Background: an optimization exercise with open tools, aiming at small area and a short achievable clock period. Do not read the settings as production practice. Function was checked by simulation only, so behaviour that the tests miss may differ from the original. No activity file was given, so power comes from the tool's default toggle rates.

## run A
==> flow/design.v (excerpt) <==
module proc (
  imem_addr, dmem_addr, dmem_wdata, dmem_re, dmem_we, halt_out,
  clk, rst, imem_data, dmem_rdata
  );
Size: roughly 330 flip-flops, roughly 85 I/O pins, about 21000 sq um of cells after synthesis.
clock: 9.0 ns
lec_check: 0
abc_clock_period_in_ps: 3500
cap_margin: 20
core_margin: 2
core_utilization: 40
setup_slack_margin: 5
slew_margin: 20
run.sh (not shown) runs the stock make flow with config.mk's settings and CLKGATE_MAP_FILE= SYNTH_SCRIPT=/design/flow/synth_recipe.tcl, a recipe that flattens the netlist after the stock synthesis.
Input changes introduced in run B (baseline for comparison: run A):
Settings: SETUP_SLACK_MARGIN no longer set, was 5; ABC_CLOCK_PERIOD_IN_PS no longer set, was 3500.
### Flow results
- Relative to run A, initial antenna violation count has increased by 1 in run B.
- Count of vias placed by the detailed router went down by a few percent going from run A to run B.
- In run B, period utilization is higher than in run A.
- Any difference in total grt overflow between run B and run A is small enough to ignore.
- Run A → run B: global-route usage decreased 1.4 points; overall power went down by 4.0%; stage delay of the slowest cell on the critical path saw an increase; final area now smaller.
Setup changes, run B to run C
Settings: SETUP_SLACK_MARGIN newly set to 5.
==> comparison <==
Worst clock skew delta for run C relative to run B: 9.6 ps higher
Final hold violation count came out exactly the same in run C and run B.
Compared with run B, run C shows minimum clock period lower by 1200 ps.
Detailed route, run C vs run B: via total higher for run C
Summary of run C over run B: wire length went up, routed length on met3 increased by about 18% relative to the old numbers.
On total area of multi-input combinational cells, the higher figure sits with run C, not run B.
Taking run B as the reference point, the worst stage delay on the critical path of run C falls by 550 ps.
Looking at the reports, run C completed the entire flow and the layout it produced met the timing, DRC and antenna checks.


Setup of build 59:
Another version of the RTL of proc (not shown whole).
Size in the first run: about 85 I/O pins.
clock: 9.0 ns
lec_check: 0
cap_margin: 5
core_margin: 2
core_utilization: 62
setup_slack_margin: 4.95
slew_margin: 5
synth_hierarchical: 1
standard.sh (not shown) runs the stock make flow with config.mk's settings and CLKGATE_MAP_FILE= SYNTH_SCRIPT=/design/flow/synth_recipe.tcl, a recipe that flattens the netlist after the stock synthesis.
==> flow/flow/run.sh <==
#!/bin/bash
# The standard ORFS layout (the standard.sh) with changes to how it sizes
# cells only: the port buffers that the standard flow inserts use the smallest
# buffer (buf_1), and clock tree synthesis uses clkbuf_8 clusters of at most
# 26 sinks and no dummy loads. Everything else is the standard flow.
set -euo pipefail
export BUFFER_PORTS_ARGS="-buffer_cell sky130_fd_sc_hd__buf_1"
export CTS_ARGS="-sink_clustering_enable -repair_clock_nets -sink_clustering_size 26 -sink_clustering_max_diameter 60 -buf_list sky130_fd_sc_hd__clkbuf_8 -dont_use_dummy_load"
bash standard.sh > standard_flow.log 2>&1
Build 59 ended with every stage complete and zero timing, DRC or antenna violations.
--- input diff build 59..build 44 ---
# build 59
export LEC_CHECK = 0
export CAP_MARGIN = 5
export CORE_MARGIN = 2
export CORE_UTILIZATION = 62
export SETUP_SLACK_MARGIN = 4.95
export SLEW_MARGIN = 5
export SYNTH_HIERARCHICAL = 1
create_clock -name core_clock -period 9.0 [get_ports {clk}]
# build 44
export LEC_CHECK = 0
export CAP_MARGIN = 20
export CORE_MARGIN = 2
export CORE_UTILIZATION = 62
export SETUP_SLACK_MARGIN = 5
export SLEW_MARGIN = 20
export SYNTH_HIERARCHICAL = 1
create_clock -name core_clock -period 9.0 [get_ports {clk}]
==> flow/flow/run.sh <==
#!/bin/bash
# The standard ORFS layout (the standard.sh) with changes to how it sizes
# cells only: the port buffers that the standard flow inserts use the smallest
# buffer (buf_1), and clock tree synthesis uses clkbuf_8 clusters of at most
# 20 sinks and no dummy loads; the buffers that ABC inserted are removed at
# floorplan and the resizer buffers again where needed. Everything else is
# the standard flow.
set -euo pipefail
export BUFFER_PORTS_ARGS="-buffer_cell sky130_fd_sc_hd__buf_1"
export CTS_ARGS="-sink_clustering_enable -repair_clock_nets -sink_clustering_size 20 -sink_clustering_max_diameter 50 -buf_list sky130_fd_sc_hd__clkbuf_8 -dont_use_dummy_load"
export REMOVE_ABC_BUFFERS=1
bash standard.sh > standard_flow.log 2>&1
==> run summary <==
- Re core utilization: build 44 is 1.3 points up on build 59.
- For clock-buffer cell count, dividing the value from build 59 by the value from build 44 gives 0.833.
- Timing, DRC, antenna: 0 failures across build 44 and build 59
- In build 44, layout net count is higher than in build 59.
- Between build 44 and build 59, the fmax does not differ in any meaningful way.
- After synthesis and placement, the instance count of build 44 is above that of build 59.
## Diff of input files: build 8 against build 44
# build 44
export LEC_CHECK = 0
export CAP_MARGIN = 20
export CORE_MARGIN = 2
export CORE_UTILIZATION = 62
export SETUP_SLACK_MARGIN = 5
export SLEW_MARGIN = 20
export SYNTH_HIERARCHICAL = 1
create_clock -name core_clock -period 9.0 [get_ports {clk}]
# build 8
export LEC_CHECK = 0
export CAP_MARGIN = 20
export CORE_MARGIN = 2
export CORE_UTILIZATION = 62
export PLACE_DENSITY = 0.75
export SETUP_SLACK_MARGIN = 5
export SLEW_MARGIN = 20
export SYNTH_HIERARCHICAL = 1
create_clock -name core_clock -period 9.0 [get_ports {clk}]
==> flow/flow/run.sh <==
#!/bin/bash
# The standard ORFS layout (the standard.sh) with changes to how it sizes
# cells only: the port buffers that the standard flow inserts use the smallest
# buffer (buf_1), and clock tree synthesis uses clkbuf_8 clusters of at most
# 20 sinks and no dummy loads. Everything else is the standard flow.
set -euo pipefail
export BUFFER_PORTS_ARGS="-buffer_cell sky130_fd_sc_hd__buf_1"
export CTS_ARGS="-sink_clustering_enable -repair_clock_nets -sink_clustering_size 20 -sink_clustering_max_diameter 50 -buf_list sky130_fd_sc_hd__clkbuf_8 -dont_use_dummy_load"
bash standard.sh > standard_flow.log 2>&1
Notes after the runs:
- Per the comparison of build 8 with build 44, peak supply drop went down about 9%; routed length on met3 fell by 800 µm; wire length now sits lower.
- Build 44 and build 8 ended up with nearly the same filler-free cell count of the finished design.
- Between build 8 and build 44, it is build 8 whose largest net degree at the start of global routing is lower, by about 10%.
- Build 8: share of final layout cell area taken by clock buffers and inverters 0.22 points below build 44
Relative to build 8, the following input files were edited for build 35:
# build 8
export LEC_CHECK = 0
export CAP_MARGIN = 20
export CORE_MARGIN = 2
export CORE_UTILIZATION = 62
export PLACE_DENSITY = 0.75
export SETUP_SLACK_MARGIN = 5
export SLEW_MARGIN = 20
export SYNTH_HIERARCHICAL = 1
create_clock -name core_clock -period 9.0 [get_ports {clk}]
# build 35
export LEC_CHECK = 0
export CAP_MARGIN = 20
export CORE_MARGIN = 2
export CORE_UTILIZATION = 62
export SETUP_SLACK_MARGIN = 4.95
export SLEW_MARGIN = 20
export SYNTH_HIERARCHICAL = 1
create_clock -name core_clock -period 9.0 [get_ports {clk}]
==> flow/flow/run.sh <==
#!/bin/bash
# The standard ORFS layout (the standard.sh) with changes to how it sizes
# cells only: the port buffers that the standard flow inserts use the smallest
# buffer (buf_1), and clock tree synthesis uses clkbuf_8 clusters of at most
# 26 sinks and no dummy loads. Everything else is the standard flow.
set -euo pipefail
export BUFFER_PORTS_ARGS="-buffer_cell sky130_fd_sc_hd__buf_1"
export CTS_ARGS="-sink_clustering_enable -repair_clock_nets -sink_clustering_size 26 -sink_clustering_max_diameter 60 -buf_list sky130_fd_sc_hd__clkbuf_8 -dont_use_dummy_load"
bash standard.sh > standard_flow.log 2>&1
[summary]
Clock tree buffer depth across build 35 and build 8: no real change. The estimated power of build 35 ends up lower than the estimate for build 8. Data arrival time of the critical path across build 35 and build 8: no real change. Build 35 vs build 8: total of plain and repair buffers excluding clock buffers down by more than 10%. Number of iterations in the first detailed-routing pass in build 35 is 2 below build 8. Between build 8 and build 35, the flow reports final cell count decreasing slightly.
Setup changes, build 35 to build 33
# build 35
export LEC_CHECK = 0
export CAP_MARGIN = 20
export CORE_MARGIN = 2
export CORE_UTILIZATION = 62
export SETUP_SLACK_MARGIN = 4.95
export SLEW_MARGIN = 20
export SYNTH_HIERARCHICAL = 1
create_clock -name core_clock -period 9.0 [get_ports {clk}]
# build 33
export LEC_CHECK = 0
export CAP_MARGIN = 20
export CORE_MARGIN = 2
export CORE_UTILIZATION = 62
export SETUP_SLACK_MARGIN = 5
export SLEW_MARGIN = 20
export SYNTH_HIERARCHICAL = 1
create_clock -name core_clock -period 9.0 [get_ports {clk}]
==> comparison <==
- Going from build 35 to build 33, routed length on met2 saw little to no change, worst setup slack did not really move, total design power stayed essentially flat.
- Build 35 -> build 33: end-of-flow core utilization flat
- Worst hold slack of build 35 is on par with build 33.
- Relative to build 35, slew at the pin closest to its max-slew limit has decreased by 7.1 ps in build 33.
- Slack of the worst reg-to-reg path on build 33 is behind build 35.
- Final cell count delta (build 35 -> build 33): insignificant
## Diff of input files: build 82 against build 33
==> flow/flow/run.sh <==
#!/bin/bash
# The standard ORFS layout (the standard.sh) with changes to how it sizes
# cells only: the port buffers that the standard flow inserts use the smallest
# buffer (buf_1), and clock tree synthesis uses clkbuf_8 clusters of at most
# 20 sinks and no dummy loads. Everything else is the standard flow.
set -euo pipefail
export BUFFER_PORTS_ARGS="-buffer_cell sky130_fd_sc_hd__buf_1"
export CTS_ARGS="-sink_clustering_enable -repair_clock_nets -sink_clustering_size 20 -sink_clustering_max_diameter 50 -buf_list sky130_fd_sc_hd__clkbuf_8 -dont_use_dummy_load"
bash standard.sh > standard_flow.log 2>&1
Findings:
Total internal power: build 82 vs build 33 up 0.86%. Summary of build 82 over build 33: share of total power in the clock network up 0.4 points, period utilization held steady. Number of CTS-inserted buffers (lower): build 33. Min ratio of cells with drive above 1 in the final layout across build 82 and build 33: build 82. Build 33 finished all stages; the layout is clean. Build 82 ended with every stage complete and zero timing, DRC or antenna violations.


run 1:
Starting RTL as in the previous note.
## proc
module proc (
  imem_addr, dmem_addr, dmem_wdata, dmem_re, dmem_we, halt_out,
  clk, rst, imem_data, dmem_rdata
  );
Settings: LEC_CHECK=0, CAP_MARGIN=20, CORE_MARGIN=2, CORE_UTILIZATION=62, GPL_TIMING_DRIVEN=0, SETUP_SLACK_MARGIN=5, SLEW_MARGIN=20, SYNTH_HIERARCHICAL=1; clock period 9.0 ns.
==> flow/flow/run.sh <==
#!/bin/bash
# The standard ORFS layout (the standard.sh) with changes to how it sizes
# cells only: the port buffers that the standard flow inserts use the smallest
# buffer (buf_1), and clock tree synthesis uses clkbuf_8 clusters of at most
# 20 sinks and no dummy loads. Everything else is the standard flow.
set -euo pipefail
export BUFFER_PORTS_ARGS="-buffer_cell sky130_fd_sc_hd__buf_1"
export CTS_ARGS="-sink_clustering_enable -repair_clock_nets -sink_clustering_size 20 -sink_clustering_max_diameter 50 -buf_list sky130_fd_sc_hd__clkbuf_8 -dont_use_dummy_load"
bash standard.sh > standard_flow.log 2>&1
Run 1 finished every stage and its layout cleared the timing, DRC and antenna checks.
## Diff of input files: run 2 against run 1
Settings: SETUP_SLACK_MARGIN now 4.95, was 5; TNS_END_PERCENT now 0, previously not set; GPL_TIMING_DRIVEN no longer set, was 0.
diff --git a/flow/flow/run.sh b/flow/flow/run.sh
--- a/flow/flow/run.sh
+++ b/flow/flow/run.sh
@@ -5 +5 @@
-# 20 sinks and no dummy loads. Everything else is the standard flow.
+# 26 sinks and no dummy loads. Everything else is the standard flow.
@@ -8 +8 @@
-export CTS_ARGS="-sink_clustering_enable -repair_clock_nets -sink_clustering_size 20 -sink_clustering_max_diameter 50 -buf_list sky130_fd_sc_hd__clkbuf_8 -dont_use_dummy_load"
+export CTS_ARGS="-sink_clustering_enable -repair_clock_nets -sink_clustering_size 26 -sink_clustering_max_diameter 60 -buf_list sky130_fd_sc_hd__clkbuf_8 -dont_use_dummy_load"
==> comparison <==
Re die area: no difference whatsoever between run 1 and run 2.
Run 1 has a higher overall power of the completed layout than run 2.
| wire length reported by the detailed router | run 2 vs run 1 | better |
Diff run 1 -> run 2: worst hold slack rose by 0.063 ns, area growth from synthesis to layout down 6.4 points.
Summary of run 2 over run 1: sequential share of layout area now sits higher, setup slack of the critical path after layout now sits lower, total non-filler cell area in the finished layout now sits lower, part of the total power dissipated in combinational logic now sits lower, pin slew with the least headroom to its limit now sits higher.
--- input diff run 2..run 3 ---
Settings: CORE_UTILIZATION: 62 -> 55; TNS_END_PERCENT: 0 -> unset; SETUP_SLACK_MARGIN: 4.95 -> 5.
diff --git a/flow/flow/run.sh b/flow/flow/run.sh
--- a/flow/flow/run.sh
+++ b/flow/flow/run.sh
@@ -5 +5 @@
-# 26 sinks and no dummy loads. Everything else is the standard flow.
+# 20 sinks and no dummy loads. Everything else is the standard flow.
@@ -8 +8 @@
-export CTS_ARGS="-sink_clustering_enable -repair_clock_nets -sink_clustering_size 26 -sink_clustering_max_diameter 60 -buf_list sky130_fd_sc_hd__clkbuf_8 -dont_use_dummy_load"
+export CTS_ARGS="-sink_clustering_enable -repair_clock_nets -sink_clustering_size 20 -sink_clustering_max_diameter 50 -buf_list sky130_fd_sc_hd__clkbuf_8 -dont_use_dummy_load"
==> comparison <==
- Run 3 ran to completion and came out clean on the timing, DRC and antenna checks.
- Compared to run 2, run 3 reaches a higher achievable clock.
- Summary: with run 2 as the reference, placed instance area in run 3 moved up slightly.
- | combinational power | run 2 vs run 3 | ≈ equal |
- In run 3 relative to run 2, met3 layer wire length in the routed design had gone down by a few percent.
- Going from run 2 to run 3, via count level; setup slack moved up.
- Compared run 2 against run 3; largest buffer count on any clock path within noise.


== v13 ==
proc, a different RTL version from the one above (not shown whole).
For scale: roughly 1,800 cells after synthesis, roughly 290 flip-flops, ~85 I/O pins, roughly 0.017 mm^2 of cells after synthesis.
==> flow/design.v (excerpt) <==
module proc (
  imem_addr, dmem_addr, dmem_wdata, dmem_re, dmem_we, halt_out,
  clk, rst, imem_data, dmem_rdata
  );
export LEC_CHECK = 0
export CAP_MARGIN = 20
export CORE_MARGIN = 2
export CORE_UTILIZATION = 55
export CTS_BUF_LIST = sky130_fd_sc_hd__clkbuf_8
export CTS_CLUSTER_DIAMETER = 50
export CTS_CLUSTER_SIZE = 20
export SETUP_SLACK_MARGIN = 5
export SLEW_MARGIN = 20
create_clock -name core_clock -period 9.0 [get_ports {clk}]
==> flow/flow/run.sh <==
#!/bin/bash
# The standard ORFS layout (the standard.sh) with changes to how it sizes
# cells only: the port buffers that the standard flow inserts use the smallest
# buffer (buf_1), and clock tree synthesis uses clkbuf_8 clusters of at most
# 20 sinks and no dummy loads. Everything else is the standard flow.
set -euo pipefail
export BUFFER_PORTS_ARGS="-buffer_cell sky130_fd_sc_hd__buf_1"
export CTS_ARGS="-sink_clustering_enable -repair_clock_nets -sink_clustering_size 20 -sink_clustering_max_diameter 50 -buf_list sky130_fd_sc_hd__clkbuf_8 -dont_use_dummy_load"
bash standard.sh > standard_flow.log 2>&1
Setup changes, v13 to v59
- CTS_CLUSTER_DIAMETER no longer set, was 50
- CORE_UTILIZATION now 65, was 55
- CTS_BUF_LIST no longer set, was sky130_fd_sc_hd__clkbuf_8
- CTS_CLUSTER_SIZE no longer set, was 20
### Flow results
[compare] base=v13 new=v59: internal cell power went down by about 1.8%, switching power went down by 1.9%.
Total wire length ended up about 6% lower on v59 than on v13.
v59 vs v13: portion of the layout cell area used by non-clock buffers down
Taking v13 as the reference, in v59 power consumed by combinational cells held steady, final routed wire length divided by cell count shrank by about 3%, hold slack grew by 11 ps.
Looking at the reports, v59 completed the entire flow and the layout it produced met the timing, DRC and antenna checks.
Sort v59 and v13 by cell area after placement, descending, and v13 comes first.
Final area: v59 vs v13 down about 1.2%
Inputs modified between v59 and v38:
- CTS_CLUSTER_SIZE now 20, previously not set
- CTS_CLUSTER_DIAMETER now 50, previously not set
- CTS_BUF_LIST now sky130_fd_sc_hd__clkbuf_8, previously not set
- CORE_UTILIZATION now 55, was 65
--- a/flow/flow/run.sh
+++ b/flow/flow/run.sh
@@ -5 +5,3 @@
-# 20 sinks and no dummy loads. Everything else is the standard flow.
+# 20 sinks and no dummy loads; the buffers that ABC inserted are removed at
+# floorplan and the resizer buffers again where needed. Everything else is
+# the standard flow.
@@ -8,0 +11 @@
+export REMOVE_ABC_BUFFERS=1
Notes after the runs:
- v38 finished end to end and its layout was clean on timing, DRC and antenna.
- Placer congestion estimate is higher on v59
- v38 -> v59: average wire per cell in the routed design flat
- Wire length up 3.4% in v38 wrt v59
- As far as slack of the critical path is concerned, v38 and v59 perform about the same.
- When v38 is set beside v59, its total routed wire length on the met1 layer turns out to be 13% larger.
- v38 vs. v59: switching power now larger; clock transition at the registers of the reported paths decreased 20 ps; sequential share of layout area shows a reduction of 0.44 points.
- Per the comparison of v38 with v59, number of cells after detailed placement went up by about 3%, fraction of standard cell area in multi-input logic went down by 0.44 points, number of tapcells went up by about 18%.
Input changes introduced in v23 (baseline for comparison: v38):
==> flow/flow/run.sh <==
#!/bin/bash
# The standard ORFS layout (the standard.sh) with one change to how it
# sizes cells: the port buffers that the standard flow inserts use the
# smallest buffer (buf_1) instead of the resizer's default pick.
set -euo pipefail
export BUFFER_PORTS_ARGS="-buffer_cell sky130_fd_sc_hd__buf_1"
bash standard.sh > standard_flow.log 2>&1
Results
- Detailed route wirelength on metal3 | v23 above v38
- Critical path depth came out exactly the same in v23 and v38.
- Wire: v23 routes more than v38
- Compared with v38, in v23 fraction of the cycle the final worst path needs closely matched the old numbers, total power went up 0.26 mW.

-- static timing again, ports no longer ideal --
In the flow no input, the clock included, has a driving cell. The finished layouts below were timed again as built, in two steps.
Step 1, drivers: a clkbuf_16 drives clk and a buf_2 each remaining input, both assumed.
Step 2 times the ports against the registers' clock, not the clock port: input delays grow and output delays shrink by t, the midpoint of the rising clock arrivals with the driver on.
Slacks: ideal / step 1 / step 2; pairs: ideal / step 1.
run	t, ns	setup WS [ns]	cell pins on the clock port's net
run A	0.615	4.986 / 4.934 / 4.934	1
run B	0.619	3.785 / 3.785 / 3.785	1
run C	0.615	4.986 / 4.934 / 4.934	1
build 59	0.597	4.975 / 4.933 / 4.933	1
build 44	0.647	4.972 / 4.924 / 4.924	1
build 8	0.619	4.963 / 4.930 / 4.924	1
build 35	0.597	4.975 / 4.933 / 4.933	1
build 33	0.597	4.976 / 4.944 / 4.944	1
build 82	0.607	4.975 / 4.943 / 4.943	1
run 1	0.613	4.964 / 4.918 / 4.918	1
run 2	0.587	4.844 / 4.817 / 4.817	1
run 3	0.601	4.963 / 4.924 / 4.924	1
v13	0.638	4.947 / 4.904 / 4.904	1
v59	0.633	4.945 / 4.888 / 4.888	1
v38	0.642	4.947 / 4.904 / 4.904	1
v23	0.666	4.947 / 4.904 / 4.904	1
After both steps every run listed still meets setup and hold. The setup slack of v59, which loses most, moves by -0.057 ns with the drivers and by -0.057 ns with both steps.
